From an optimization exercise on the open Yosys and OpenROAD flow, aimed at small area; shortcuts taken in it are not production practice. Function was checked by simulation only, so behaviour that the tests miss may differ from the original. Power and IR drop assume default switching activity.

File: design.v
`timescale 1ns / 1ps
module PEv3(
    clk,
    rst, 
    in_en,
    data_horz,
    data_obli,
    data_vert,
    active,
    A,
    B,
    C,
    D,
    E,
    H,
    horz_out,
    obli_out,
    bypass_en,
    opsum
    );
    parameter iWIDTH = 16;
    parameter oWIDTH = 16;
    localparam M_WIDTH = oWIDTH;
    localparam A_WIDTH = oWIDTH;
    input clk, rst, active, in_en, A, B, C, D, E, H;
    input [iWIDTH-1:0] data_horz, data_obli;
    input [A_WIDTH-1:0] data_vert;
    output logic [A_WIDTH-1:0] opsum;
    output logic [iWIDTH-1:0] horz_out, obli_out;
    output logic bypass_en;
    logic [iWIDTH-1:0] data_a_reg;
    always@(posedge clk) begin
        if (rst == 0) begin
            data_a_reg <= 0;
        end
        else if (A_mux && in_en) begin
            data_a_reg <= data_horz;
        end
        else begin
            data_a_reg <= 0;
        end
    end
    logic [iWIDTH-1:0] data_b_reg;
    always@(posedge clk) begin
        if (rst == 0) begin
            data_b_reg <= 0;
        end
        else if (B_mux && in_en) begin
            data_b_reg <= (H_mux)? data_vert[iWIDTH-1:0]: data_obli;
        end 
        else begin
            data_b_reg <= 0;
        end
    end
    reg [M_WIDTH-1:0] m_reg;
    always@(posedge clk) begin
        if (rst == 0) begin
            m_reg <= 0;
        end
        else begin
            m_reg <= data_a_reg * data_b_reg;
        end
    end
    logic [A_WIDTH-1:0] a_wire;
    always@(m_reg or psum_mux) begin
        a_wire <= m_reg + psum_mux;
    end
    reg [A_WIDTH-1:0] psum_reg;
    always@(posedge clk) begin
        if (rst == 0) begin
            psum_reg <= 0;
        end
        else begin
            psum_reg <= a_wire;
        end
    end
    logic [A_WIDTH-1:0] psum_mux;
    always@(psum_reg or C_mux) begin
        if (C_mux == 1) begin
            psum_mux <= psum_reg;
        end
        else begin
            psum_mux <= 0;
        end
    end
    logic [A_WIDTH-1:0] opsum_mux;
    always@(a_wire or data_vert_mux or D_mux) begin
        if (D_mux == 1) begin
            opsum_mux <= a_wire;
        end
        else begin
            opsum_mux <= data_vert_mux;
        end
    end
    always@(posedge clk) begin
        if (rst == 0) begin
            opsum <= 0;
        end
        else begin
         opsum <= opsum_mux;
        end
    end
    logic [A_WIDTH-1:0] data_vert_mux;
    always@(data_vert or E_mux) begin
        if (E_mux == 1) begin
            data_vert_mux <= data_vert;
        end
        else begin
            data_vert_mux <= 0;
        end
    end
    wire A_mux;
    assign A_mux = (active)? A:0;
    wire B_mux;
    assign B_mux = (active)? B:0;
    wire C_mux;
    assign C_mux = (active)? C:0;
    wire D_mux;
    assign D_mux = (active)? D:0;
    wire E_mux;
    assign E_mux = E;
    wire H_mux;
    assign H_mux = (active)? H:0;
    assign horz_out = data_a_reg;
    assign obli_out = data_b_reg;
    always@(posedge clk) begin
        bypass_en <= in_en;
    end
endmodule
`timescale 1ns / 1ps
module ACv2(
    clk,
    rst,
    ipsum,
    bn_param_in_en,
    bn_param_in,
    config_bits,
    in_en,
    F,
    data_out,
    data_out_en,
    bn_param_out,
    bn_param_out_en
    );
    parameter IN_WIDTH = 32;  
    parameter ACC_WIDTH = 35;  
    parameter BN_SCALE_WIDTH = 16;
    parameter BN_SHIFT_WIDTH = 16;
    localparam BN_PARAM_WIDTH = BN_SCALE_WIDTH + BN_SHIFT_WIDTH;  
    input logic clk, rst, in_en, F, bn_param_in_en;
    input [2:0] config_bits;
    input logic [IN_WIDTH-1:0] ipsum;
    input [BN_PARAM_WIDTH-1:0] bn_param_in;
    output [ACC_WIDTH-1:0] data_out;
    output logic [BN_PARAM_WIDTH-1:0] bn_param_out;
    output logic bn_param_out_en, data_out_en;
    logic [IN_WIDTH-1:0] ipsum_reg;
    always@(posedge clk) begin
        if (~rst) begin
            ipsum_reg <= 0;
        end
        else if (in_en) begin
            ipsum_reg <= ipsum;
        end
        else begin
            ipsum_reg <= 0;
        end
    end
    logic [ACC_WIDTH-1:0] add_node;
    logic [ACC_WIDTH-1:0] psum_reg;
    always@(posedge clk) begin
        if (~rst) begin
            psum_reg <= 0;
        end
        else begin
            psum_reg <= add_node;
        end
    end
    logic in_en_dly;
    always@(posedge clk) begin
        in_en_dly <= in_en;
    end
    logic [ACC_WIDTH-1:0] psum_mux;
    assign psum_mux = (config_bits[2] & in_en_dly)? psum_reg:0;
    assign add_node = ipsum_reg + psum_mux;
    logic [BN_PARAM_WIDTH-1:0] bn_param_reg;
    always@(posedge clk) begin
        if (~rst) begin
            bn_param_reg <= 0;
        end
        else if (bn_param_in_en) begin
            bn_param_reg <= bn_param_in;
        end
    end
    logic [BN_SCALE_WIDTH-1:0] bn_scale;
    assign bn_scale = bn_param_reg[BN_PARAM_WIDTH-1:BN_PARAM_WIDTH-BN_SCALE_WIDTH];
    logic [BN_SHIFT_WIDTH-1:0] bn_shift;
    assign bn_shift = bn_param_reg[BN_SCALE_WIDTH-1:0];
    logic [BN_SCALE_WIDTH+ACC_WIDTH-1:0] bn_scale_node;
    assign bn_scale_node = add_node * bn_scale;
    logic [BN_SCALE_WIDTH+ACC_WIDTH:0] be_shift_node;
    assign be_shift_node = bn_scale_node + bn_shift;
    logic [BN_SCALE_WIDTH+ACC_WIDTH:0] bn_mux;
    assign bn_mux = (config_bits[0])? be_shift_node: add_node;
    logic [BN_SCALE_WIDTH+ACC_WIDTH:0] relu_node;
    assign relu_node = ($signed(bn_mux) > $signed(0))? bn_mux: 0;
    logic [BN_SCALE_WIDTH+ACC_WIDTH:0] relu_mux;
    assign relu_mux = (config_bits[1])? relu_node: bn_mux;
    assign data_out = relu_mux;
    assign data_out_en = F;
    always@(posedge clk) begin
        bn_param_out_en <= bn_param_in_en;
    end
    always@(posedge clk) begin
        bn_param_out <= bn_param_in;
    end
endmodule
`timescale 1ns / 1ps
module SystolicBank_v2(
	clk,
	rst,
	in_en,
	conv_mm,
	isac,
	isrelu,
	isbn,
	active_1,
	active_2,
	active_3,
	data_in_horz_1,
	data_in_horz_2,
	data_in_horz_3,
	data_in_obli_1,
	data_in_obli_2,
	data_in_obli_3,
	data_in_obli_4,
	data_in_obli_5,
	data_in_obli_6,
	bn_param_in,
	bn_param_in_en,
	A_1,
	A_2,
	A_3,
	A_4,
	B_1,
	B_2,
	B_3,
	B_4,
	C_1,
	C_2,
	C_3,
	C_4,
	D_1,
	D_2,
	D_3,
	D_4,
	E_1,
	E_2,
	E_3,
	E_4,
	F_1,
	F_2,
	F_3,
	F_4,
	G_1,
	G_2,
	G_3,
	G_4,
	H_1,
	H_2,
	H_3,
	H_4,
	dout_en_1,
	dout_en_2,
	dout_en_3,
	dout_en_4,
	dout_1,
	dout_2,
	dout_3,
	dout_4
);
	parameter nCols = 4;
	parameter nRows = 3;
	parameter iWidth = 8;
	parameter oWidth = 8;
	localparam MODE_CONV = 0; localparam MODE_MM = 1;
	input clk, rst, in_en, conv_mm, isac, isrelu, isbn;
	input active_1;
	input active_2;
	input active_3;
	input [7:0] data_in_horz_1;
	input [7:0] data_in_horz_2;
	input [7:0] data_in_horz_3;
	input [7:0] data_in_obli_1;
	input [7:0] data_in_obli_2;
	input [7:0] data_in_obli_3;
	input [7:0] data_in_obli_4;
	input [7:0] data_in_obli_5;
	input [7:0] data_in_obli_6;
	input [15:0] bn_param_in;
	input bn_param_in_en;
	input A_1;
	input A_2;
	input A_3;
	input A_4;
	input B_1;
	input B_2;
	input B_3;
	input B_4;
	input C_1;
	input C_2;
	input C_3;
	input C_4;
	input D_1;
	input D_2;
	input D_3;
	input D_4;
	input E_1;
	input E_2;
	input E_3;
	input E_4;
	input F_1;
	input F_2;
	input F_3;
	input F_4;
	input G_1;
	input G_2;
	input G_3;
	input G_4;
	input H_1;
	input H_2;
	input H_3;
	input H_4;
	output [7:0] dout_1;
	output [7:0] dout_2;
	output [7:0] dout_3;
	output [7:0] dout_4;
	output dout_en_1;
	output dout_en_2;
	output dout_en_3;
	output dout_en_4;
	logic bypass_en_1_0;
	logic bypass_en_1_1;
	logic bypass_en_1_2;
	logic bypass_en_1_3;
	logic bypass_en_1_4;
	logic bypass_en_2_0;
	logic bypass_en_2_1;
	logic bypass_en_2_2;
	logic bypass_en_2_3;
	logic bypass_en_2_4;
	logic bypass_en_3_0;
	logic bypass_en_3_1;
	logic bypass_en_3_2;
	logic bypass_en_3_3;
	logic bypass_en_3_4;
	logic [7:0] data_in_vert_1_1;
	logic [7:0] data_in_vert_1_2;
	logic [7:0] data_in_vert_1_3;
	logic [7:0] data_in_vert_1_4;
	logic [7:0] data_in_vert_2_1;
	logic [7:0] data_in_vert_2_2;
	logic [7:0] data_in_vert_2_3;
	logic [7:0] data_in_vert_2_4;
	logic [7:0] data_in_vert_3_1;
	logic [7:0] data_in_vert_3_2;
	logic [7:0] data_in_vert_3_3;
	logic [7:0] data_in_vert_3_4;
	logic [7:0] data_in_vert_4_1;
	logic [7:0] data_in_vert_4_2;
	logic [7:0] data_in_vert_4_3;
	logic [7:0] data_in_vert_4_4;
	logic [7:0] data_in_horz_1_0;
	logic [7:0] data_in_horz_1_1;
	logic [7:0] data_in_horz_1_2;
	logic [7:0] data_in_horz_1_3;
	logic [7:0] data_in_horz_1_4;
	logic [7:0] data_in_horz_2_0;
	logic [7:0] data_in_horz_2_1;
	logic [7:0] data_in_horz_2_2;
	logic [7:0] data_in_horz_2_3;
	logic [7:0] data_in_horz_2_4;
	logic [7:0] data_in_horz_3_0;
	logic [7:0] data_in_horz_3_1;
	logic [7:0] data_in_horz_3_2;
	logic [7:0] data_in_horz_3_3;
	logic [7:0] data_in_horz_3_4;
	logic [7:0] data_in_horz_4_0;
	logic [7:0] data_in_horz_4_1;
	logic [7:0] data_in_horz_4_2;
	logic [7:0] data_in_horz_4_3;
	logic [7:0] data_in_horz_4_4;
	logic [7:0] data_in_obli_1_0;
	logic [7:0] data_in_obli_1_1;
	logic [7:0] data_in_obli_1_2;
	logic [7:0] data_in_obli_1_3;
	logic [7:0] data_in_obli_1_4;
	logic [7:0] data_in_obli_2_0;
	logic [7:0] data_in_obli_2_1;
	logic [7:0] data_in_obli_2_2;
	logic [7:0] data_in_obli_2_3;
	logic [7:0] data_in_obli_2_4;
	logic [7:0] data_in_obli_3_0;
	logic [7:0] data_in_obli_3_1;
	logic [7:0] data_in_obli_3_2;
	logic [7:0] data_in_obli_3_3;
	logic [7:0] data_in_obli_3_4;
	logic [7:0] data_in_obli_4_0;
	logic [7:0] data_in_obli_4_1;
	logic [7:0] data_in_obli_4_2;
	logic [7:0] data_in_obli_4_3;
	logic [7:0] data_in_obli_4_4;
	logic [15:0] bn_param_out_1;
	logic [15:0] bn_param_out_2;
	logic [15:0] bn_param_out_3;
	logic [15:0] bn_param_out_4;
	logic bn_param_out_en_1;
	logic bn_param_out_en_2;
	logic bn_param_out_en_3;
	logic bn_param_out_en_4;
	assign data_in_vert_4_1 = (conv_mm == MODE_CONV)? 0: data_in_obli_3;
	assign data_in_vert_4_2 = (conv_mm == MODE_CONV)? 0: data_in_obli_4;
	assign data_in_vert_4_3 = (conv_mm == MODE_CONV)? 0: data_in_obli_5;
	assign data_in_vert_4_4 = (conv_mm == MODE_CONV)? 0: data_in_obli_6;
	assign bypass_en_1_0 = in_en;
	assign bypass_en_2_0 = in_en;
	assign bypass_en_3_0 = in_en;
	assign data_in_horz_1_0 = data_in_horz_1;
	assign data_in_horz_2_0 = data_in_horz_2;
	assign data_in_horz_3_0 = data_in_horz_3;
	assign data_in_obli_2_0 = (conv_mm == MODE_CONV)? data_in_obli_1: 0;
	assign data_in_obli_3_0 = (conv_mm == MODE_CONV)? data_in_obli_2: 0;
	assign data_in_obli_4_0 = (conv_mm == MODE_CONV)? data_in_obli_3: 0;
	assign data_in_obli_4_1 = (conv_mm == MODE_CONV)? data_in_obli_4: 0;
	assign data_in_obli_4_2 = (conv_mm == MODE_CONV)? data_in_obli_5: 0;
	assign data_in_obli_4_3 = (conv_mm == MODE_CONV)? data_in_obli_6: 0;
	PEv3 # (.iWIDTH(iWidth), .oWIDTH(oWidth)) p_1_1(.clk(clk), .rst(rst), .in_en(bypass_en_1_0), .data_vert(data_in_vert_2_1), .active(active_1), .data_horz(data_in_horz_1_0), .data_obli(data_in_obli_2_0), .A(A_1), .B(B_1), .C(C_1), .D(D_1), .E(E_1), .H(H_1), .horz_out(data_in_horz_1_1), .obli_out(data_in_obli_1_1), .bypass_en(bypass_en_1_1), .opsum(data_in_vert_1_1));
	PEv3 # (.iWIDTH(iWidth), .oWIDTH(oWidth)) p_1_2(.clk(clk), .rst(rst), .in_en(bypass_en_1_1), .data_vert(data_in_vert_2_2), .active(active_1), .data_horz(data_in_horz_1_1), .data_obli(data_in_obli_2_1), .A(A_2), .B(B_2), .C(C_2), .D(D_2), .E(E_2), .H(H_2), .horz_out(data_in_horz_1_2), .obli_out(data_in_obli_1_2), .bypass_en(bypass_en_1_2), .opsum(data_in_vert_1_2));
	PEv3 # (.iWIDTH(iWidth), .oWIDTH(oWidth)) p_1_3(.clk(clk), .rst(rst), .in_en(bypass_en_1_2), .data_vert(data_in_vert_2_3), .active(active_1), .data_horz(data_in_horz_1_2), .data_obli(data_in_obli_2_2), .A(A_3), .B(B_3), .C(C_3), .D(D_3), .E(E_3), .H(H_3), .horz_out(data_in_horz_1_3), .obli_out(data_in_obli_1_3), .bypass_en(bypass_en_1_3), .opsum(data_in_vert_1_3));
	PEv3 # (.iWIDTH(iWidth), .oWIDTH(oWidth)) p_1_4(.clk(clk), .rst(rst), .in_en(bypass_en_1_3), .data_vert(data_in_vert_2_4), .active(active_1), .data_horz(data_in_horz_1_3), .data_obli(data_in_obli_2_3), .A(A_4), .B(B_4), .C(C_4), .D(D_4), .E(E_4), .H(H_4), .horz_out(data_in_horz_1_4), .obli_out(data_in_obli_1_4), .bypass_en(bypass_en_1_4), .opsum(data_in_vert_1_4));
	PEv3 # (.iWIDTH(iWidth), .oWIDTH(oWidth)) p_2_1(.clk(clk), .rst(rst), .in_en(bypass_en_2_0), .data_vert(data_in_vert_3_1), .active(active_2), .data_horz(data_in_horz_2_0), .data_obli(data_in_obli_3_0), .A(A_1), .B(B_1), .C(C_1), .D(D_1), .E(E_1), .H(H_1), .horz_out(data_in_horz_2_1), .obli_out(data_in_obli_2_1), .bypass_en(bypass_en_2_1), .opsum(data_in_vert_2_1));
	PEv3 # (.iWIDTH(iWidth), .oWIDTH(oWidth)) p_2_2(.clk(clk), .rst(rst), .in_en(bypass_en_2_1), .data_vert(data_in_vert_3_2), .active(active_2), .data_horz(data_in_horz_2_1), .data_obli(data_in_obli_3_1), .A(A_2), .B(B_2), .C(C_2), .D(D_2), .E(E_2), .H(H_2), .horz_out(data_in_horz_2_2), .obli_out(data_in_obli_2_2), .bypass_en(bypass_en_2_2), .opsum(data_in_vert_2_2));
	PEv3 # (.iWIDTH(iWidth), .oWIDTH(oWidth)) p_2_3(.clk(clk), .rst(rst), .in_en(bypass_en_2_2), .data_vert(data_in_vert_3_3), .active(active_2), .data_horz(data_in_horz_2_2), .data_obli(data_in_obli_3_2), .A(A_3), .B(B_3), .C(C_3), .D(D_3), .E(E_3), .H(H_3), .horz_out(data_in_horz_2_3), .obli_out(data_in_obli_2_3), .bypass_en(bypass_en_2_3), .opsum(data_in_vert_2_3));
	PEv3 # (.iWIDTH(iWidth), .oWIDTH(oWidth)) p_2_4(.clk(clk), .rst(rst), .in_en(bypass_en_2_3), .data_vert(data_in_vert_3_4), .active(active_2), .data_horz(data_in_horz_2_3), .data_obli(data_in_obli_3_3), .A(A_4), .B(B_4), .C(C_4), .D(D_4), .E(E_4), .H(H_4), .horz_out(data_in_horz_2_4), .obli_out(data_in_obli_2_4), .bypass_en(bypass_en_2_4), .opsum(data_in_vert_2_4));
	PEv3 # (.iWIDTH(iWidth), .oWIDTH(oWidth)) p_3_1(.clk(clk), .rst(rst), .in_en(bypass_en_3_0), .data_vert(data_in_vert_4_1), .active(active_3), .data_horz(data_in_horz_3_0), .data_obli(data_in_obli_4_0), .A(A_1), .B(B_1), .C(C_1), .D(D_1), .E(E_1), .H(H_1), .horz_out(data_in_horz_3_1), .obli_out(data_in_obli_3_1), .bypass_en(bypass_en_3_1), .opsum(data_in_vert_3_1));
	PEv3 # (.iWIDTH(iWidth), .oWIDTH(oWidth)) p_3_2(.clk(clk), .rst(rst), .in_en(bypass_en_3_1), .data_vert(data_in_vert_4_2), .active(active_3), .data_horz(data_in_horz_3_1), .data_obli(data_in_obli_4_1), .A(A_2), .B(B_2), .C(C_2), .D(D_2), .E(E_2), .H(H_2), .horz_out(data_in_horz_3_2), .obli_out(data_in_obli_3_2), .bypass_en(bypass_en_3_2), .opsum(data_in_vert_3_2));
	PEv3 # (.iWIDTH(iWidth), .oWIDTH(oWidth)) p_3_3(.clk(clk), .rst(rst), .in_en(bypass_en_3_2), .data_vert(data_in_vert_4_3), .active(active_3), .data_horz(data_in_horz_3_2), .data_obli(data_in_obli_4_2), .A(A_3), .B(B_3), .C(C_3), .D(D_3), .E(E_3), .H(H_3), .horz_out(data_in_horz_3_3), .obli_out(data_in_obli_3_3), .bypass_en(bypass_en_3_3), .opsum(data_in_vert_3_3));
	PEv3 # (.iWIDTH(iWidth), .oWIDTH(oWidth)) p_3_4(.clk(clk), .rst(rst), .in_en(bypass_en_3_3), .data_vert(data_in_vert_4_4), .active(active_3), .data_horz(data_in_horz_3_3), .data_obli(data_in_obli_4_3), .A(A_4), .B(B_4), .C(C_4), .D(D_4), .E(E_4), .H(H_4), .horz_out(data_in_horz_3_4), .obli_out(data_in_obli_3_4), .bypass_en(bypass_en_3_4), .opsum(data_in_vert_3_4));
	ACv2 # (.IN_WIDTH(oWidth), .ACC_WIDTH(oWidth), .BN_SCALE_WIDTH(oWidth), .BN_SHIFT_WIDTH(oWidth)) ac_1(.clk(clk), .rst(rst), .config_bits({isac, isrelu, isbn}), .in_en(G_1), .ipsum(data_in_vert_1_1), .F(F_1), .bn_param_in_en(bn_param_in_en), .bn_param_in(bn_param_in), .bn_param_out(bn_param_out_1), .bn_param_out_en(bn_param_out_en_1), .data_out_en(dout_en_1), .data_out(dout_1));
	ACv2 # (.IN_WIDTH(oWidth), .ACC_WIDTH(oWidth), .BN_SCALE_WIDTH(oWidth), .BN_SHIFT_WIDTH(oWidth)) ac_2(.clk(clk), .rst(rst), .config_bits({isac, isrelu, isbn}), .in_en(G_2), .ipsum(data_in_vert_1_2), .F(F_2), .bn_param_in_en(bn_param_out_en_1), .bn_param_in(bn_param_out_1), .bn_param_out(bn_param_out_2), .bn_param_out_en(bn_param_out_en_2), .data_out_en(dout_en_2), .data_out(dout_2));
	ACv2 # (.IN_WIDTH(oWidth), .ACC_WIDTH(oWidth), .BN_SCALE_WIDTH(oWidth), .BN_SHIFT_WIDTH(oWidth)) ac_3(.clk(clk), .rst(rst), .config_bits({isac, isrelu, isbn}), .in_en(G_3), .ipsum(data_in_vert_1_3), .F(F_3), .bn_param_in_en(bn_param_out_en_2), .bn_param_in(bn_param_out_2), .bn_param_out(bn_param_out_3), .bn_param_out_en(bn_param_out_en_3), .data_out_en(dout_en_3), .data_out(dout_3));
	ACv2 # (.IN_WIDTH(oWidth), .ACC_WIDTH(oWidth), .BN_SCALE_WIDTH(oWidth), .BN_SHIFT_WIDTH(oWidth)) ac_4(.clk(clk), .rst(rst), .config_bits({isac, isrelu, isbn}), .in_en(G_4), .ipsum(data_in_vert_1_4), .F(F_4), .bn_param_in_en(bn_param_out_en_3), .bn_param_in(bn_param_out_3), .bn_param_out(bn_param_out_4), .bn_param_out_en(bn_param_out_en_4), .data_out_en(dout_en_4), .data_out(dout_4));
endmodule
`timescale 1ns / 1ps
module DFSMv2(
    clk,
    rst,
    start,
    config_bits,
    in_en,
    start_out,
    in_en_bypass,
    A, B, C, D, E, F, G, H
    );
    parameter MAX_nPERIOD = 8;
    parameter MAX_nLMAC = 3*512*8;
    parameter MAX_nSHFT = 192;
    localparam CONF_REG_LEN = $clog2(MAX_nPERIOD) + $clog2(MAX_nLMAC) + $clog2(MAX_nSHFT);
    localparam MAC_CNT_WIDTH = (MAX_nLMAC > MAX_nSHFT)? MAX_nLMAC:MAX_nSHFT;
    input clk, rst, start, in_en;
    input [CONF_REG_LEN:0] config_bits;
    output logic start_out, in_en_bypass, A, B, C, D, E, F, G, H;
    localparam S0 = 0; localparam S1 = 1; localparam S2 = 2; localparam S0p = 3;
    localparam mdCONV = 0; localparam mdMM = 1;
    logic mode;
    assign mode = config_bits[CONF_REG_LEN];
    logic [$clog2(MAX_nPERIOD)-1:0] config_nPeriod;
    assign config_nPeriod = config_bits[CONF_REG_LEN-1:CONF_REG_LEN-$clog2(MAX_nPERIOD)];
    logic [$clog2(MAX_nLMAC)-1:0] config_nLMAC;
    assign config_nLMAC = config_bits[CONF_REG_LEN-$clog2(MAX_nPERIOD)-1:CONF_REG_LEN-$clog2(MAX_nPERIOD)-$clog2(MAX_nLMAC)];
    logic [$clog2(MAX_nSHFT)-1:0] config_nSHFT;
    assign config_nSHFT = config_bits[CONF_REG_LEN-$clog2(MAX_nPERIOD)-$clog2(MAX_nLMAC)-1:0];
    reg [1:0] state;
    always@(posedge clk) begin
        if (rst == 0) begin
            state <= S0;
        end
        else begin
            case (state)
                S0: begin
                        if (start) begin
                            state <= S0p;
                        end
                    end
                S0p: begin
                        if (in_en) begin
                            state <= S1;
                        end
                     end
                S1: begin
                        if (!(mac_count < config_nLMAC-1)) begin
                            state <= S2;
                        end 
                        else begin
                            if (~in_en) begin
                                state <= S0p;
                            end
                        end
                    end
                S2: begin
                        if (!(mac_count < config_nSHFT-1)) begin
                            if (period_count < config_nPeriod-1) begin
                                state <= (in_en)? S1:S0p;
                            end
                            else begin
                                state <= S0;
                            end
                        end
                    end
            endcase
        end
    end
    reg [$clog2(MAC_CNT_WIDTH)-1:0] mac_count;
    always@(posedge clk) begin
        if (~rst) begin
            mac_count <= 0;
        end
        else begin
            if (state == S1) begin
                if (mac_count < config_nLMAC-1) begin
                    mac_count <= mac_count + 1;
                end
                else begin
                    mac_count <= 0;
                end
            end
            else if (state == S2) begin
                if (mac_count < config_nSHFT-1) begin
                    mac_count <= mac_count + 1;
                end
                else begin
                    mac_count <= 0;
                end
            end
            else if (state == S0p) begin
                mac_count <= mac_count;
            end
            else begin
                mac_count <= 0;
            end
        end
    end
    reg [$clog2(MAX_nPERIOD)-1:0] period_count;
    always@(posedge clk) begin
        if (rst == 0) begin
            period_count <= 0;
        end
        else if (state == S0) begin
            period_count <= 0;
        end
        else if (state == S2 && (!(mac_count == MAX_nSHFT-1))) begin
            if (period_count < config_nPeriod-1) begin
                period_count <= period_count + 1;
            end
            else begin
                period_count <= 0;
            end
        end
    end
    always@(state) begin
        if (state == S1) begin
            A = 1;
        end
        else begin
            A = 0;
        end
    end
    always@(state) begin
        if (state == S1 || state == S0p) begin
            B = 1;
        end
        else begin
            B = 0;
        end
    end
    always@(posedge clk) begin
        if (state == S1 || state == S0p) begin
            C <= 1;
        end
        else begin
            C <= 0;
        end
    end
    always@(posedge clk) begin
        if (state == S1) begin
            D <= 1;
        end
        else begin
            D <= 0;
        end
    end
    always@(posedge clk) begin
        if (state == S2) begin
            E <= 1;
        end
        else begin
            E <= 0;
        end
    end
    reg [MAX_nSHFT-1:0] F_dly;
    always@(posedge clk) begin
        if (rst == 0) begin
            F_dly <= 0;
        end
        else if (state == S2 && mac_count == 0) begin
            F_dly <= {F_dly[MAX_nSHFT-2:0], 1'b1};
        end
        else begin
            F_dly <= {F_dly[MAX_nSHFT-2:0], 1'b0};
        end
    end
    always@(posedge clk) begin
        if (rst == 0) begin
            F <= 0;
        end
        else begin
            F <= F_dly[config_nSHFT-1];
        end
    end
    always@(posedge clk) begin
        G <= (state == S2)? 1:0;
    end
    always@(posedge clk) begin
        H <= (mode == mdMM && state == S1)? 1: 0;
    end
    always@(posedge clk) begin
        in_en_bypass <= in_en;
    end
    always@(posedge clk) begin
        start_out <= start;
    end
endmodule
`timescale 1ns / 1ps
module DFSMv3(
    clk,
    rst,
    start,
    config_bits,
    all_data_rdy,
    in_en,
    start_out,
    in_en_bypass,
    data_preread,
    A, B, C, D, E, F, G, H
    );
    parameter MAX_nPERIOD = 8;
    parameter MAX_nLMAC = 3*512*8;
    parameter MAX_nSHFT = 192;
    localparam CONF_REG_LEN = $clog2(MAX_nPERIOD) + $clog2(MAX_nLMAC) + $clog2(MAX_nSHFT);
    localparam MAC_CNT_WIDTH = (MAX_nLMAC > MAX_nSHFT)? MAX_nLMAC:MAX_nSHFT;
    input clk, rst, start, all_data_rdy, in_en;
    input [CONF_REG_LEN:0] config_bits;
    output logic start_out, in_en_bypass, data_preread, A, B, C, D, E, F, G, H;
    localparam S0 = 0; localparam S1 = 1; localparam S2 = 2; localparam S0p = 3;
    localparam mdCONV = 0; localparam mdMM = 1;
    logic mode;
    assign mode = config_bits[CONF_REG_LEN];
    logic [$clog2(MAX_nPERIOD)-1:0] config_nPeriod;
    assign config_nPeriod = config_bits[CONF_REG_LEN-1:CONF_REG_LEN-$clog2(MAX_nPERIOD)];
    logic [$clog2(MAX_nLMAC)-1:0] config_nLMAC;
    assign config_nLMAC = config_bits[CONF_REG_LEN-$clog2(MAX_nPERIOD)-1:CONF_REG_LEN-$clog2(MAX_nPERIOD)-$clog2(MAX_nLMAC)];
    logic [$clog2(MAX_nSHFT)-1:0] config_nSHFT;
    assign config_nSHFT = config_bits[CONF_REG_LEN-$clog2(MAX_nPERIOD)-$clog2(MAX_nLMAC)-1:0];
    reg [1:0] state;
    always@(posedge clk) begin
        if (rst == 0) begin
            state <= S0;
        end
        else begin
            case (state)
                S0: begin
                        if (start) begin
                            state <= S0p;
                        end
                    end
                S0p: begin
                        if (all_data_rdy) begin
                            state <= S1;
                        end
                     end
                S1: begin
                        if (!(mac_count < config_nLMAC-1)) begin
                            state <= S2;
                        end 
                        else begin
                            if (~all_data_rdy) begin
                                state <= S0p;
                            end
                        end
                    end
                S2: begin
                        if (!(mac_count < config_nSHFT-1)) begin
                            if (period_count < config_nPeriod-1) begin
                                state <= (all_data_rdy)? S1:S0p;
                            end
                            else begin
                                state <= S0;
                            end
                        end
                    end
            endcase
        end
    end
    reg [$clog2(MAC_CNT_WIDTH)-1:0] mac_count;
    always@(posedge clk) begin
        if (~rst) begin
            mac_count <= 0;
        end
        else begin
            if (state == S1) begin
                if (mac_count < config_nLMAC-1) begin
                    mac_count <= mac_count + 1;
                end
                else begin
                    mac_count <= 0;
                end
            end
            else if (state == S2) begin
                if (mac_count < config_nSHFT-1) begin
                    mac_count <= mac_count + 1;
                end
                else begin
                    mac_count <= 0;
                end
            end
            else if (state == S0p) begin
                mac_count <= mac_count;
            end
            else begin
                mac_count <= 0;
            end
        end
    end
    reg [$clog2(MAX_nPERIOD)-1:0] period_count;
    always@(posedge clk) begin
        if (rst == 0) begin
            period_count <= 0;
        end
        else if (state == S0) begin
            period_count <= 0;
        end
        else if (state == S2 && (!(mac_count == MAX_nSHFT-1))) begin
            if (period_count < config_nPeriod-1) begin
                period_count <= period_count + 1;
            end
            else begin
                period_count <= 0;
            end
        end
    end
    logic A_dly;
    always@(posedge clk) begin
        if (state == S1) begin
            A_dly <= 1;
        end
        else begin
            A_dly <= 0;
        end
    end
    always@(posedge clk) begin
        A <= A_dly;
    end
    logic B_dly;
    always@(posedge clk) begin
        if (state == S1 || state == S0p) begin
            B_dly <= 1;
        end
        else begin
            B_dly <= 0;
        end
    end
    always@(posedge clk) begin
        B <= B_dly;
    end
    logic [1:0] C_dly;
    always@(posedge clk) begin
        if (state == S1 || state == S0p) begin
            C_dly <= {C_dly[0], 1'b1};
        end
        else begin
            C_dly <= {C_dly[0], 1'b0};
        end
    end
    always@(posedge clk) begin
        C <= C_dly[1];
    end
    logic [2:0] D_dly;
    always@(posedge clk) begin
        if (state == S1) begin
            D_dly <= {D_dly[1:0], 1'b1};
        end
        else begin
            D_dly <= {D_dly[1:0], 1'b0};
        end
    end
    always@(posedge clk) begin
        D <= D_dly[2];
    end
    logic [1:0] E_dly;
    always@(posedge clk) begin
        E_dly <= (state == S2)? {E_dly[0], 1'b1} : {E_dly[0], 1'b0}; 
    end
    always@(posedge clk) begin
        E <= E_dly[1];
    end
    reg [MAX_nSHFT+1:0] F_dly;
    always@(posedge clk) begin
        if (rst == 0) begin
            F_dly <= 0;
        end
        else if (state == S2 && mac_count == 0) begin
            F_dly <= {F_dly[MAX_nSHFT:0], 1'b1};
        end
        else begin
            F_dly <= {F_dly[MAX_nSHFT:0], 1'b0};
        end
    end
    always@(posedge clk) begin
        if (rst == 0) begin
            F <= 0;
        end
        else begin
            F <= F_dly[config_nSHFT+1];
        end
    end
    logic [1:0] G_dly;
    always@(posedge clk) begin
        G_dly <= (state == S2)? {G_dly[0], 1'b1}:{G_dly[0], 1'b0};
    end
    always@(posedge clk) begin
        G <= G_dly[1];
    end
    logic [1:0] H_dly;
    always@(posedge clk) begin
        H_dly <= (mode == mdMM && state == S1)? {H_dly[0], 1'b1}: {H_dly[0], 1'b0};
    end
    always@(posedge clk) begin
        H <= H_dly[1];
    end
    always@(posedge clk) begin
        in_en_bypass <= in_en;
    end
    always@(posedge clk) begin
        start_out <= start;
    end
    assign data_preread = (state == S1)? 1: 0;
endmodule
module SystolicCore(
	input clk,
	input rst,
	input start,
	input mode_conv_mm,
	input isac,
	input isrelu,
	input isbn,
	input [22:0] dfsm_config,
	input all_data_rdy,
	input pe_config_1_1,
	input pe_config_1_2,
	input pe_config_1_3,
	input pe_config_2_1,
	input pe_config_2_2,
	input pe_config_2_3,
	input [7:0] data_horz_1_1,
	input [7:0] data_horz_1_2,
	input [7:0] data_horz_1_3,
	input [7:0] data_horz_2_1,
	input [7:0] data_horz_2_2,
	input [7:0] data_horz_2_3,
	input [7:0] data_obli_1,
	input [7:0] data_obli_2,
	input [7:0] data_obli_3,
	input [7:0] data_obli_4,
	input [7:0] data_obli_5,
	input [7:0] data_obli_6,
	input [15:0] data_bn_1,
	input [15:0] data_bn_2,
	input data_bn_en,
	output data_preread,
	output [7:0] dout_1_1,
	output [7:0] dout_1_2,
	output [7:0] dout_1_3,
	output [7:0] dout_1_4,
	output [7:0] dout_2_1,
	output [7:0] dout_2_2,
	output [7:0] dout_2_3,
	output [7:0] dout_2_4,
	output dout_en_1_1,
	output dout_en_1_2,
	output dout_en_1_3,
	output dout_en_1_4,
	output dout_en_2_1,
	output dout_en_2_2,
	output dout_en_2_3,
	output dout_en_2_4
);
	parameter nCols = 4;
	parameter nRows = 3;
	parameter iWidth = 8;
	parameter oWidth = 8;
	parameter DFSM_MAX_nPERIOD = 512;
	parameter DFSM_MAX_nLMAC = 3072;
	parameter DFSM_MAX_nSHFT = 3;
	logic A_1, A_2, A_3, A_4;
	logic B_1, B_2, B_3, B_4;
	logic C_1, C_2, C_3, C_4;
	logic D_1, D_2, D_3, D_4;
	logic E_1, E_2, E_3, E_4;
	logic F_1, F_2, F_3, F_4;
	logic G_1, G_2, G_3, G_4;
	logic H_1, H_2, H_3, H_4;
	logic dfsm_data_en_1, dfsm_data_en_2, dfsm_data_en_3, dfsm_data_en_4;
	logic start_bypass_1, start_bypass_2, start_bypass_3, start_bypass_4;
	logic array_data_en;
	always@(posedge clk) begin
		if (~rst) begin
			array_data_en <= 0;
		end
		else begin
			array_data_en <= data_preread;
		end
	end
	SystolicBank_v2 # (.iWidth(iWidth), .oWidth(oWidth), .nRows(nRows), .nCols(nCols)) bank_1(.clk(clk), .rst(rst), .in_en(array_data_en), .conv_mm(mode_conv_mm), .isac(isac), .isrelu(isrelu), .isbn(isbn), .bn_param_in_en(data_bn_en), .bn_param_in(data_bn_1), .active_1(pe_config_1_1), .active_2(pe_config_1_2), .active_3(pe_config_1_3), .data_in_horz_1(data_horz_1_1), .data_in_horz_2(data_horz_1_2), .data_in_horz_3(data_horz_1_3), .data_in_obli_1(data_obli_1), .data_in_obli_2(data_obli_2), .data_in_obli_3(data_obli_3), .data_in_obli_4(data_obli_4), .data_in_obli_5(data_obli_5), .data_in_obli_6(data_obli_6), .A_1(A_1), .A_2(A_2), .A_3(A_3), .A_4(A_4), .B_1(B_1), .B_2(B_2), .B_3(B_3), .B_4(B_4), .C_1(C_1), .C_2(C_2), .C_3(C_3), .C_4(C_4), .D_1(D_1), .D_2(D_2), .D_3(D_3), .D_4(D_4), .E_1(E_1), .E_2(E_2), .E_3(E_3), .E_4(E_4), .F_1(F_1), .F_2(F_2), .F_3(F_3), .F_4(F_4), .G_1(G_1), .G_2(G_2), .G_3(G_3), .G_4(G_4), .H_1(H_1), .H_2(H_2), .H_3(H_3), .H_4(H_4), .dout_en_1(dout_en_1_1), .dout_en_2(dout_en_1_2), .dout_en_3(dout_en_1_3), .dout_en_4(dout_en_1_4), .dout_1(dout_1_1), .dout_2(dout_1_2), .dout_3(dout_1_3), .dout_4(dout_1_4));
	SystolicBank_v2 # (.iWidth(iWidth), .oWidth(oWidth), .nRows(nRows), .nCols(nCols)) bank_2(.clk(clk), .rst(rst), .in_en(array_data_en), .conv_mm(mode_conv_mm), .isac(isac), .isrelu(isrelu), .isbn(isbn), .bn_param_in_en(data_bn_en), .bn_param_in(data_bn_2), .active_1(pe_config_2_1), .active_2(pe_config_2_2), .active_3(pe_config_2_3), .data_in_horz_1(data_horz_2_1), .data_in_horz_2(data_horz_2_2), .data_in_horz_3(data_horz_2_3), .data_in_obli_1(data_obli_1), .data_in_obli_2(data_obli_2), .data_in_obli_3(data_obli_3), .data_in_obli_4(data_obli_4), .data_in_obli_5(data_obli_5), .data_in_obli_6(data_obli_6), .A_1(A_1), .A_2(A_2), .A_3(A_3), .A_4(A_4), .B_1(B_1), .B_2(B_2), .B_3(B_3), .B_4(B_4), .C_1(C_1), .C_2(C_2), .C_3(C_3), .C_4(C_4), .D_1(D_1), .D_2(D_2), .D_3(D_3), .D_4(D_4), .E_1(E_1), .E_2(E_2), .E_3(E_3), .E_4(E_4), .F_1(F_1), .F_2(F_2), .F_3(F_3), .F_4(F_4), .G_1(G_1), .G_2(G_2), .G_3(G_3), .G_4(G_4), .H_1(H_1), .H_2(H_2), .H_3(H_3), .H_4(H_4), .dout_en_1(dout_en_2_1), .dout_en_2(dout_en_2_2), .dout_en_3(dout_en_2_3), .dout_en_4(dout_en_2_4), .dout_1(dout_2_1), .dout_2(dout_2_2), .dout_3(dout_2_3), .dout_4(dout_2_4));
	DFSMv3 # (.MAX_nPERIOD(DFSM_MAX_nPERIOD), .MAX_nLMAC(DFSM_MAX_nLMAC), .MAX_nSHFT(DFSM_MAX_nSHFT)) fsm_1(.clk(clk), .rst(rst), .config_bits({mode_conv_mm, dfsm_config}), .all_data_rdy(all_data_rdy), .in_en(array_data_en), .start(start), .data_preread(data_preread), .in_en_bypass(dfsm_data_en_1), .start_out(start_bypass_1), .A(A_1), .B(B_1), .C(C_1), .D(D_1), .E(E_1), .F(F_1), .G(G_1), .H(H_1));
	DFSMv2 # (.MAX_nPERIOD(DFSM_MAX_nPERIOD), .MAX_nLMAC(DFSM_MAX_nLMAC), .MAX_nSHFT(DFSM_MAX_nSHFT)) fsm_2(.clk(clk), .rst(rst), .config_bits({mode_conv_mm, dfsm_config}), .in_en(dfsm_data_en_1), .start(start_bypass_1), .in_en_bypass(dfsm_data_en_2), .start_out(start_bypass_2), .A(A_2), .B(B_2), .C(C_2), .D(D_2), .E(E_2), .F(F_2), .G(G_2), .H(H_2));
	DFSMv2 # (.MAX_nPERIOD(DFSM_MAX_nPERIOD), .MAX_nLMAC(DFSM_MAX_nLMAC), .MAX_nSHFT(DFSM_MAX_nSHFT)) fsm_3(.clk(clk), .rst(rst), .config_bits({mode_conv_mm, dfsm_config}), .in_en(dfsm_data_en_2), .start(start_bypass_2), .in_en_bypass(dfsm_data_en_3), .start_out(start_bypass_3), .A(A_3), .B(B_3), .C(C_3), .D(D_3), .E(E_3), .F(F_3), .G(G_3), .H(H_3));
	DFSMv2 # (.MAX_nPERIOD(DFSM_MAX_nPERIOD), .MAX_nLMAC(DFSM_MAX_nLMAC), .MAX_nSHFT(DFSM_MAX_nSHFT)) fsm_4(.clk(clk), .rst(rst), .config_bits({mode_conv_mm, dfsm_config}), .in_en(dfsm_data_en_3), .start(start_bypass_3), .in_en_bypass(dfsm_data_en_4), .start_out(start_bypass_4), .A(A_4), .B(B_4), .C(C_4), .D(D_4), .E(E_4), .F(F_4), .G(G_4), .H(H_4));
endmodule
File: config.mk
export PLATFORM = sky130hd
export DESIGN_NAME = SystolicCore
export DESIGN_NICKNAME = SystolicCore
export VERILOG_FILES = /design/flow/design.v
export SDC_FILE = /design/flow/constraint.sdc
export NUM_CORES = 4
export LEC_CHECK = 0
export CAP_MARGIN = 20
export CORE_MARGIN = 2
export CORE_UTILIZATION = 45
export PLACE_DENSITY = 0.6
export SLEW_MARGIN = 20
File: constraint.sdc
create_clock -name core_clock -period 12.0 [get_ports {clk}]
set_input_delay 2.4000 -clock core_clock [delete_from_list [all_inputs] [get_ports {clk}]]
set_output_delay 2.4000 -clock core_clock [all_outputs]
set_load 0.01 [all_outputs]
File: run.sh
#!/bin/bash
# synth_recipe.tcl (not shown) runs the flow's synth.tcl, then flattens the netlist and writes it again
# the make line also repeats each setting of config.mk as NAME=value (left out here)
make -C /OpenROAD-flow-scripts/flow DESIGN_CONFIG=/design/flow/config.mk WORK_HOME=/design/flow/orfs CLKGATE_MAP_FILE= SYNTH_SCRIPT=/design/flow/synth_recipe.tcl finish
==> reports/results.tsv <==
metric	value	unit
syn nets	12500	
via count	71500	
Psw	0.00344	W
leading area contributor after synthesis	dfxtp_1	
Gate Count Post-Synth	10600	
Syn Area/Cell	9.12	um2
Total Wirelength	260000	um
Tot GR Track Use	23.9	%
switching share of total power	28.4	%
Worst EP arrival	9.34	ns
Slew Limit Fails	0	
core area	213000	um2
vias in the first global route	74000	
clk buf depth	3	
number of enable flip-flop cells after synthesis	0	
Fin. Hold Viols	0	
die width	467	um
layout cells sized above 1	3.85	%
startpoint types	input pin	
Iteration-0 DRC Markers	4248	
Remaining Overflow, GRT	0	
initial antenna violation count	10	
worst-path maximum fanout	48	
final setup fails	0	
Final ANT Viol Nets	0	
critical path class	input pin to output pin	
Area Growth Syn to Fin	11.9	%
P_leak	52.4	nW
dpl cells	13400	
Tightest Hold Check Type	flop to flop	
I/O pin count	239	
CP Capture Type	output pin	
sequential element share of the synthesized area	30.3	%
reg-to-reg setup timing slack	8.17	ns
clock latency (worst-skew pair)	0.84	ns
via/cell ratio	5.21	
CTS tree	yes	
worst slew pin tran	1.22	ns
Seq cells post-synth	1461	
largest net degree at the start of global routing	190	
Int Pwr	0.00869	W
Pre-antenna DRT Iters	6	
Tmin final	11.74	ns
Max Cap Viol	0	
Peak VDD IR	0.148	mV
post-placement cell area	102000	um2
CTS root buf	clkbuf_16	
CTS sink count	1461	
WL/cell	18.9	um
Slew HR	18.7	%
pwr dens	112	nW/um2
post-layout total power	0.0121	W
Synth area leaders	dfxtp_1 30%, ha_1 14%, fa_1 14%, and2_1 8.8%, inv_1 4.8%	
Comb pwr share	11.4	%
DRC	0	
Fillers	19600	
Final Non-Filler Cells	13700	
Warnings, synthesis	5	
GP Congestion	0.906	
clk slew on worst S/H paths	0.06	ns
Crit path required time	9.60	ns
DIE AREA	218000	um2
nets@finish	12700	
Max Clock Freq	85.2	MHz
Synth Cell Area	96500	um2
Post-synth ARST share	0	%
period utilization	97.8	%
Seq pwr share	43.4	%
total CTS buffers	165	
Synth top area share	30.3	%
Top FF cell, synth	dfxtp_1	
clock power share	45.2	%
Multi-input gate area	61500	um2
DP Wirelength	201000	um
first-pass GRT wire length	413000	um
total negative slack	0	ns
Final Instance Area	108000	um2
I/O Buffers	238	
Site Rows	169	
Initial Util	45.4	%
status	finished clean	
most frequent cells after synthesis	1,461 x dfxtp_1, 1,353 x and2_1, 1,233 x inv_1, 1,087 x ha_1, 997 x nand2_1	
top-count cell post-synth	dfxtp_1	
Die H	467	um
RSZ-0062 raised after global routing	no	
Max H-tree Level	4	
post-synthesis cell type count	74	
register area	29300	um2
hold_buf cts	0	
Setup Skew	0.0437	ns
layer usage:
layer  up-vias  global-route usage, %  wire (um)
met5         -                      0         67
met4        10                   6.66       6700
met3       386                   3.71      14500
met2      1827                   39.6     120000
met1     34900                   32.3     118000
li1      34400                      -          -
layout by cell type, fill, tap and decap left out, types with 27 or more instances in the layout:
cell type | Yosys | routed
buf_4 | 4 | 76
a21o_1 | 133 | 133
a21oi_1 | 500 | 498
nand3_1 | 307 | 307
nor2_1 | 638 | 638
nand4_1 | 31 | 31
a31oi_1 | 56 | 55
nor3_1 | 60 | 60
xor2_1 | 269 | 268
ha_1 | 1087 | 1087
dfxtp_1 | 1461 | 1458
and2_1 | 1353 | 1355
inv_1 | 1233 | 1231
clkdlybuf4s50_1 | 0 | 229
fa_1 | 672 | 672
o21ai_0 | 102 | 102
clkbuf_16 | 0 | 166
nor2b_1 | 42 | 42
mux2i_1 | 179 | 179
xnor2_1 | 439 | 435
nand2_1 | 997 | 997
a211oi_1 | 30 | 28
and3_1 | 324 | 324
o21bai_1 | 53 | 53
clkinv_2 | 0 | 27
stage by stage:
stage,utilization (%),hold WS [ns],setup WS (ns)
final,50.8,0.326,0.263
after global routing,50.8,0.329,0.00306
after CTS,50.7,0.321,0.259
after detailed placement,47.9,0.313,0.294
after global placement,47.9,0.310,0.406
after floorplan,-,0.310,0.802
path summary, 6_finish.rpt:
check / from / to / cells after the start
setup / recovery: isac / dout_2_4[7] / 27
hold / removal: fsm_1.H_dly[0] / fsm_1.H_dly[1] / 0
setup reg to reg: bank_2.p_3_1.data_b_reg[2] / bank_2.p_3_1.m_reg[7] / 12
hold reg to reg: fsm_1.H_dly[0] / fsm_1.H_dly[1] / 0
final cells by class:
class,instances,area share [%]
clock inverter,99,1.33
inverter,1233,4.30
multi-input combinational,7577,57.0
timing repair buffer,316,2.78
clock buffer,211,4.22
tap,2821,3.27
sequential,1461,27.1
antenna,4,0.00928
worst max-delay path, stage by stage:
cell,delay (ns)
buf_2,0.16
buf_12,0.19
and3_1,0.19
ha_1,0.21
fa_1,0.43
a211oi_1,0.25
nor2_1,0.11
a21o_1,0.19
a21oi_1,0.18
xnor2_1,0.44
and2_1,0.26
fa_1,0.43
fa_1,0.47
fa_1,0.56
inv_1,0.06
fa_1,0.53
inv_1,0.04
ha_1,0.32
a211oi_1,0.24
nand2_1,0.07
a31oi_1,0.15
o21ai_0,0.10
a31oi_1,0.24
mux2i_1,0.11
buf_4,0.16
a211oi_1,0.22
clkdlybuf4s50_1,0.58
kinds of logic (layout without fill, tap and decap cells):
logic type,Yosys count,in the layout,synth area share [%]
xor+xnor,708,708,6.43
compound gates,1042,1042,6.68
mux,183,183,1.92
flops,1461,1461,30.3
fa+ha+maj,1759,1759,28.0
other cells,0,4,0
buf+inv,1541,1859,6.01
simple gates,3885,3885,20.6
power by group through the flow:
stage	registers (W)	clock network (W)	logic [W]
floorplan	0.00524	0	0.000855
global placement	0.00537	0	0.00135
detailed placement	0.00537	0	0.00137
CTS	0.00526	0.00560	0.00137
global route	0.00528	0.00578	0.00151
finish	0.00526	0.00549	0.00138
repair_timing:
| action | in CTS | in global routing |
|---|---|---|
| setup buffers | 0 | 1 |
| hold endpoints to repair | 0 | 0 |
| gates resized for setup | 0 | 12 |
| endpoints found under the setup margin | 0 | 20 |

## separate check: timing with driven ports
The results above use ideal ports. As a check the final layout listed here was re-extracted and re-timed, cells and wires unchanged.
Step 1 sets driving cells, clkbuf_16 on the clock port and buf_2 on the other inputs (assumed; they add their load-dependent delay and slew).
Step 2 also shifts input and output timing later by t, the mid clock arrival at the registers, as if the neighbouring blocks saw the same clock.
a / b / c = ideal / step 1 / step 2; a / b = the first two.
shift t [ns]: 0.911
setup slack, ns: 0.263 / 0.243 / 0.243
worst setup path at the end: input to output
pins driven straight from the clock port: 1
After both steps setup and hold are still met in this run. The setup slack of this run moves by -0.020 ns with the drivers and by -0.020 ns with both steps.
